What follows belongs to an exercise in optimizing a design on an open flow for small area, a short achievable clock period and few clock cycles per item; a production flow would make more cautious choices. In this exercise RTL edits were held to simulation tests only and were not proved equivalent to the original.

Design idct_top, start of the top module:
module idct_top (
    input clk,
    input rst,
    input in_valid,
    input signed [15:0] F_in,
    output in_ready,
    output reg [7:0] idct_out,
    output reg out_valid
);
export LEC_CHECK = 0
export CAP_MARGIN = 20
export CORE_MARGIN = 2
export CORE_UTILIZATION = 55
export CTS_CLUSTER_DIAMETER = 60
export CTS_CLUSTER_SIZE = 24
export PLACE_DENSITY = 0.75
export SLEW_MARGIN = 20
create_clock -name core_clock -period 12.0 [get_ports {clk}]
standard.sh (not shown) runs the stock make flow with config.mk's settings and CLKGATE_MAP_FILE= SYNTH_SCRIPT=/design/flow/synth_recipe.tcl, a recipe that flattens the netlist after the stock synthesis.
==> flow/flow/run.sh <==
#!/bin/bash
# The standard layout (the standard.sh: standard synthesis, floorplan, place, CTS, route),
# with ORFS's timing repair asked for setup slack of at least SETUP_MARGIN ns against the
# 12 ns clock, so that it sizes and buffers the design for a shorter achieved period.
# The clock, the I/O delays and every other constraint are the standard flow's own.
set -euo pipefail
SETUP_MARGIN=8.5
bash standard.sh SETUP_SLACK_MARGIN=$SETUP_MARGIN finish > standard.log 2>&1
The baseline went through all stages and came out clean.
Testbench counts at the start, summed over its fixed seeds: cycles 7,168, blocks 96.
Edit:
--- a/flow/flow/run.sh
+++ b/flow/flow/run.sh
@@ -6,3 +6,3 @@
 set -euo pipefail
-SETUP_MARGIN=8.5
+SETUP_MARGIN=8.0
 bash standard.sh SETUP_SLACK_MARGIN=$SETUP_MARGIN finish > standard.log 2>&1
The new run passed the timing, DRC and antenna checks.
Area after synthesis is unchanged.
Final area decreases by 3.6%.
Global-route usage decreases by 0.50 points.
Wire length decreases by 3.4%.
Utilization decreases by 2.2 points.
Edit:
--- a/flow/flow/run.sh
+++ b/flow/flow/run.sh
@@ -6,3 +6,3 @@
 set -euo pipefail
-SETUP_MARGIN=8.0
+SETUP_MARGIN=8.5
 bash standard.sh SETUP_SLACK_MARGIN=$SETUP_MARGIN finish > standard.log 2>&1
Settings changed: CORE_UTILIZATION 55 to 50, PLACE_DENSITY 0.75 to 0.7, TNS_END_PERCENT from default to 5.
=> Via count is lower by 0.84%. Global-route usage drops by 3.2 points. Area after synthesis does not change. Utilization shrinks by 4.7 points. Hold slack improved by 0.012 ns. Final cell count went up by about 3%. Worst setup slack gains 0.072 ns. Sequential share of layout area shrinks by 0.74 points. Critical path depth drops by 14. Flip-flop and latch count stays the same.
Edit:
Settings changed: CORE_UTILIZATION 50 to 55, PLACE_DENSITY 0.7 to 0.75, TNS_END_PERCENT 5 to 20.
=>
- count of clock-buffer cells in the layout went down by 12
- via count rose by 1.7%
- die area fell by 9.0%
- sequential share of layout area drops by 0.30 points
- synthesized area is unchanged
- final area grows by 0.77%
- worst hold slack improved by 0.0069 ns
- maximum frequency went up by 1.8%
- cell count came out lower by 1.8%
- setup slack gets better by 0.069 ns

---

Another version of the RTL of idct_top (not shown whole).
Size: ~2600 flip-flops, ~29 I/O pins, roughly 130000 um2 of cells after synthesis.
==> flow/config.mk <==
export PLATFORM = sky130hd
export DESIGN_NAME = idct_top
export DESIGN_NICKNAME = idct_top
export VERILOG_FILES = /design/flow/design.v
export SDC_FILE = /design/flow/constraint.sdc
export NUM_CORES = 4
export LEC_CHECK = 0
export CAP_MARGIN = 20
export CORE_MARGIN = 2
export CORE_UTILIZATION = 40
export PLACE_DENSITY = 0.6
export SLEW_MARGIN = 20
==> flow/constraint.sdc <==
create_clock -name core_clock -period 12.0 [get_ports {clk}]
set_input_delay 2.4000 -clock core_clock [delete_from_list [all_inputs] [get_ports {clk}]]
set_output_delay 2.4000 -clock core_clock [all_outputs]
set_load 0.01 [all_outputs]
==> flow/flow/run.sh <==
#!/bin/bash
# The standard layout (the standard.sh: standard synthesis, floorplan, place, CTS, route),
# with ORFS's timing repair asked for setup slack of at least SETUP_MARGIN ns against the
# 12 ns clock, so that it sizes and buffers the design for a shorter achieved period.
# The clock, the I/O delays and every other constraint are the standard flow's own.
set -euo pipefail
SETUP_MARGIN=7.5
bash standard.sh SETUP_SLACK_MARGIN=$SETUP_MARGIN finish > standard.log 2>&1
Testbench counts at the start, summed over its fixed seeds: cycles 7,160, blocks 96.
Next try:
==> flow/run.sh (new file) <==
#!/bin/bash
# synth_recipe.tcl (not shown) runs the flow's synth.tcl, then flattens the netlist and writes it again
# the make line also repeats each setting of config.mk as NAME=value (left out here)
make -C /OpenROAD-flow-scripts/flow DESIGN_CONFIG=/design/flow/config.mk WORK_HOME=/design/flow/orfs CLKGATE_MAP_FILE= SYNTH_SCRIPT=/design/flow/synth_recipe.tcl finish
- CORE_UTILIZATION: 40 -> 65
- CTS_CLUSTER_DIAMETER: unset -> 60
- CTS_CLUSTER_SIZE: unset -> 30
- PLACE_DENSITY: 0.6 -> 0.85
removed: flow/flow/run.sh
removed: flow/standard.sh
Wire length rose by 1.0%.
Worst setup slack gets worse by 860 ps.
Sequential cell count does not change.
Next try:
- CORE_UTILIZATION: 65 -> 55
- CTS_CLUSTER_SIZE: 30 -> 24
- PLACE_DENSITY: 0.85 -> 0.75
- global-route usage went down by 7.0 points
- sequential cell count is unchanged
- count of clock-buffer cells in the layout went up by 22
- die area went up by 18%
Next try:
- CORE_UTILIZATION: 55 -> 40
- CTS_CLUSTER_DIAMETER: 60 -> unset
- CTS_CLUSTER_SIZE: 24 -> unset
- PLACE_DENSITY: 0.75 -> 0.6
After rerunning: The new run went through all stages and came out clean. Worst hold slack gets worse by 3.6 ps. Clock skew grows by 13 ps. Via count shrinks by 0.42%. Non-clock buffer count grows by 25. Utilization shrinks by 15 points. Register-to-register slack gets worse by 320 ps. Global-route usage shrinks by 7.2 points. Cell count grows by 9.5%.

---

job 8592:
idct_top with an RTL version that a note above also has.
For scale: roughly 11000 cells after synthesis, about 29 I/O pins, ~130000 µm² of cells after synthesis.
==> flow/config.mk <==
export PLATFORM = sky130hd
export DESIGN_NAME = idct_top
export DESIGN_NICKNAME = idct_top
export VERILOG_FILES = /design/flow/design.v
export SDC_FILE = /design/flow/constraint.sdc
export NUM_CORES = 4
export LEC_CHECK = 0
export CAP_MARGIN = 20
export CORE_MARGIN = 2
export CORE_UTILIZATION = 55
export CTS_CLUSTER_DIAMETER = 60
export CTS_CLUSTER_SIZE = 24
export PLACE_DENSITY = 0.75
export SLEW_MARGIN = 20
export TNS_END_PERCENT = 5
==> flow/constraint.sdc <==
create_clock -name core_clock -period 12.0 [get_ports {clk}]
set_input_delay 2.4000 -clock core_clock [delete_from_list [all_inputs] [get_ports {clk}]]
set_output_delay 2.4000 -clock core_clock [all_outputs]
set_load 0.01 [all_outputs]
==> flow/flow/run.sh <==
#!/bin/bash
# The standard layout (the standard.sh: standard synthesis, floorplan, place, CTS, route),
# with ORFS's timing repair asked for setup slack of at least SETUP_MARGIN ns against the
# 12 ns clock, so that it sizes and buffers the design for a shorter achieved period.
# The clock, the I/O delays and every other constraint are the standard flow's own.
set -euo pipefail
SETUP_MARGIN=8.5
bash standard.sh SETUP_SLACK_MARGIN=$SETUP_MARGIN finish > standard.log 2>&1
Testbench counts of job 8592, summed over its fixed seeds: cycles 7,168, blocks 96.
What job 8727 does differently from job 8592 at the input level:
- TNS_END_PERCENT no longer set, was 5
diff --git a/flow/flow/run.sh b/flow/flow/run.sh
--- a/flow/flow/run.sh
+++ b/flow/flow/run.sh
@@ -7 +7 @@
-SETUP_MARGIN=8.5
+SETUP_MARGIN=9.0
[summary]
Job 8727: count of clock buffers in the final design is 4.0% higher than what job 8592 reported. Design area (job 8727 / job 8592): 1.10. Maximum number of pins on one net before global-route repair ended up 131 lower on job 8727 than on job 8592. met2 demand-to-capacity share in global routing for job 8727: 4.7 points up relative to job 8592. Job 8727 vs job 8592: post-cts gate resize count up by more than 100%.
Relative to job 8727, the following input files were edited for job 1590:
- TNS_END_PERCENT now 5, previously not set
diff --git a/flow/flow/run.sh b/flow/flow/run.sh
--- a/flow/flow/run.sh
+++ b/flow/flow/run.sh
@@ -7 +7 @@
-SETUP_MARGIN=9.0
+SETUP_MARGIN=8.3
## What came out
Between job 8727 and job 1590, minimum hold slack decreased.
Changes observed in job 1590 relative to job 8727: number of buffers other than clock buffers in the final layout -about 70%; design area down 9.2%; pin count of the biggest net entering global routing has increased; arrival time reported for the critical path endpoint picked up an extra 3.13 ns; multi-input logic portion of the cell area now smaller.
Compared job 8727 against job 1590; number of cells after detailed placement within noise.
Inputs modified between job 1590 and job 3901:
- swapping 5 for 20 in TNS_END_PERCENT
diff --git a/flow/flow/run.sh b/flow/flow/run.sh
--- a/flow/flow/run.sh
+++ b/flow/flow/run.sh
@@ -7 +7 @@
-SETUP_MARGIN=8.3
+SETUP_MARGIN=8.7
Findings:
- Both conditions hold for job 3901: the flow ran to the end and the final layout passed the timing, DRC and antenna checks.
- Job 1590 completed; timing, DRC and antenna clean
- Relative to job 1590, the met3 layer wire length in the routed design measured on job 3901 has increased by a few percent.
- Post-detailed-route wirelength per cell went up slightly going from job 1590 to job 3901.
- CTS clock-pin slew for the worst setup and hold paths essentially unchanged between job 1590 and job 3901.
- Of job 1590 and job 3901, the run reporting the higher overall routed net length was job 3901.
- Job 3901: final-layout fill cell count is about 4% lower than what job 1590 reported.
- Diff job 1590..job 3901 | global-route usage | negligible
- Job 3901 vs job 1590: number of cells upsized or downsized after cts up by more than 100%
diff inputs: job 3901 => job 9231
- swapping 0.75 for 0.8 in PLACE_DENSITY
- swapping 55 for 62 in CORE_UTILIZATION
- clearing TNS_END_PERCENT, which used to be 20
diff --git a/flow/flow/run.sh b/flow/flow/run.sh
--- a/flow/flow/run.sh
+++ b/flow/flow/run.sh
@@ -7 +7 @@
-SETUP_MARGIN=8.7
+SETUP_MARGIN=8.5
### Flow results
- Job 9231 reached the final stage; the timing, DRC and antenna checks on its layout passed.
- Compared to job 3901, job 9231 shows a narrower setup margin.
- Cell area after layout of job 3901 is on par with job 9231.
- Job 9231 vs job 3901: routed wire length up by a few percent
- Looking at job 9231 and job 3901, the final cycle utilization of the critical path is a wash.
- Job 9231 ends up with higher delay contributed by the slowest stage of the critical path than job 3901 does.

==> re-timing with driven ports <==
Ports are ideal in the flow. The routed layouts listed here were re-timed in OpenROAD. Step 1 (the two cells are an assumption about what drives the block):
set clk [get_ports {clk}]
set_driving_cell -lib_cell sky130_fd_sc_hd__clkbuf_16 $clk
set_driving_cell -lib_cell sky130_fd_sc_hd__buf_2 [delete_from_list [all_inputs] $clk]
Step 2 moves the port delays by t, midway between the first and last clock arrival at a register: inputs arrive t later, outputs are due t later. That takes back most of the time a late clock gives input paths. Slacks: ideal ports / drivers / drivers and shift; pairs: ideal ports / drivers.
run | t (ns) | setup slack, ns | worst slew at a driven data input, ns | pins driven straight from the clock port
the first run of note 1 | 0.952 | 8.179 / 8.088 / 7.899 | 0.04 | 1
the second run of note 1 | 0.926 | 8.037 / 8.006 / 7.631 | 0.03 | 1
the third run of note 1 | 0.941 | 8.109 / 8.021 / 7.581 | 0.03 | 1
the fourth run of note 1 | 0.946 | 8.178 / 8.084 / 7.680 | 0.03 | 1
the first run of note 2 | 0.961 | 7.618 / 7.574 / 7.570 | 0.05 | 1
the second run of note 2 | 0.962 | 6.757 / 6.757 / 6.757 | 0.06 | 1
the third run of note 2 | 0.933 | 7.186 / 7.186 / 7.186 | 0.05 | 1
the fourth run of note 2 | 0.965 | 6.870 / 6.870 / 6.870 | 0.05 | 1
job 8592 | 0.941 | 8.177 / 8.082 / 7.651 | 0.03 | 1
job 8727 | 0.953 | 8.112 / 8.028 / 8.224 | 0.06 | 1
job 1590 | 0.943 | 8.067 / 8.051 / 7.603 | 0.04 | 1
job 3901 | 0.953 | 8.116 / 8.028 / 7.610 | 0.03 | 1
job 9231 | 0.950 | 8.099 / 8.099 / 7.914 | 0.04 | 1
After both steps every run listed still meets setup and hold. For the third run of note 1, which loses most, drivers alone change the setup slack by -0.088 ns; drivers and shift together by -0.528 ns.
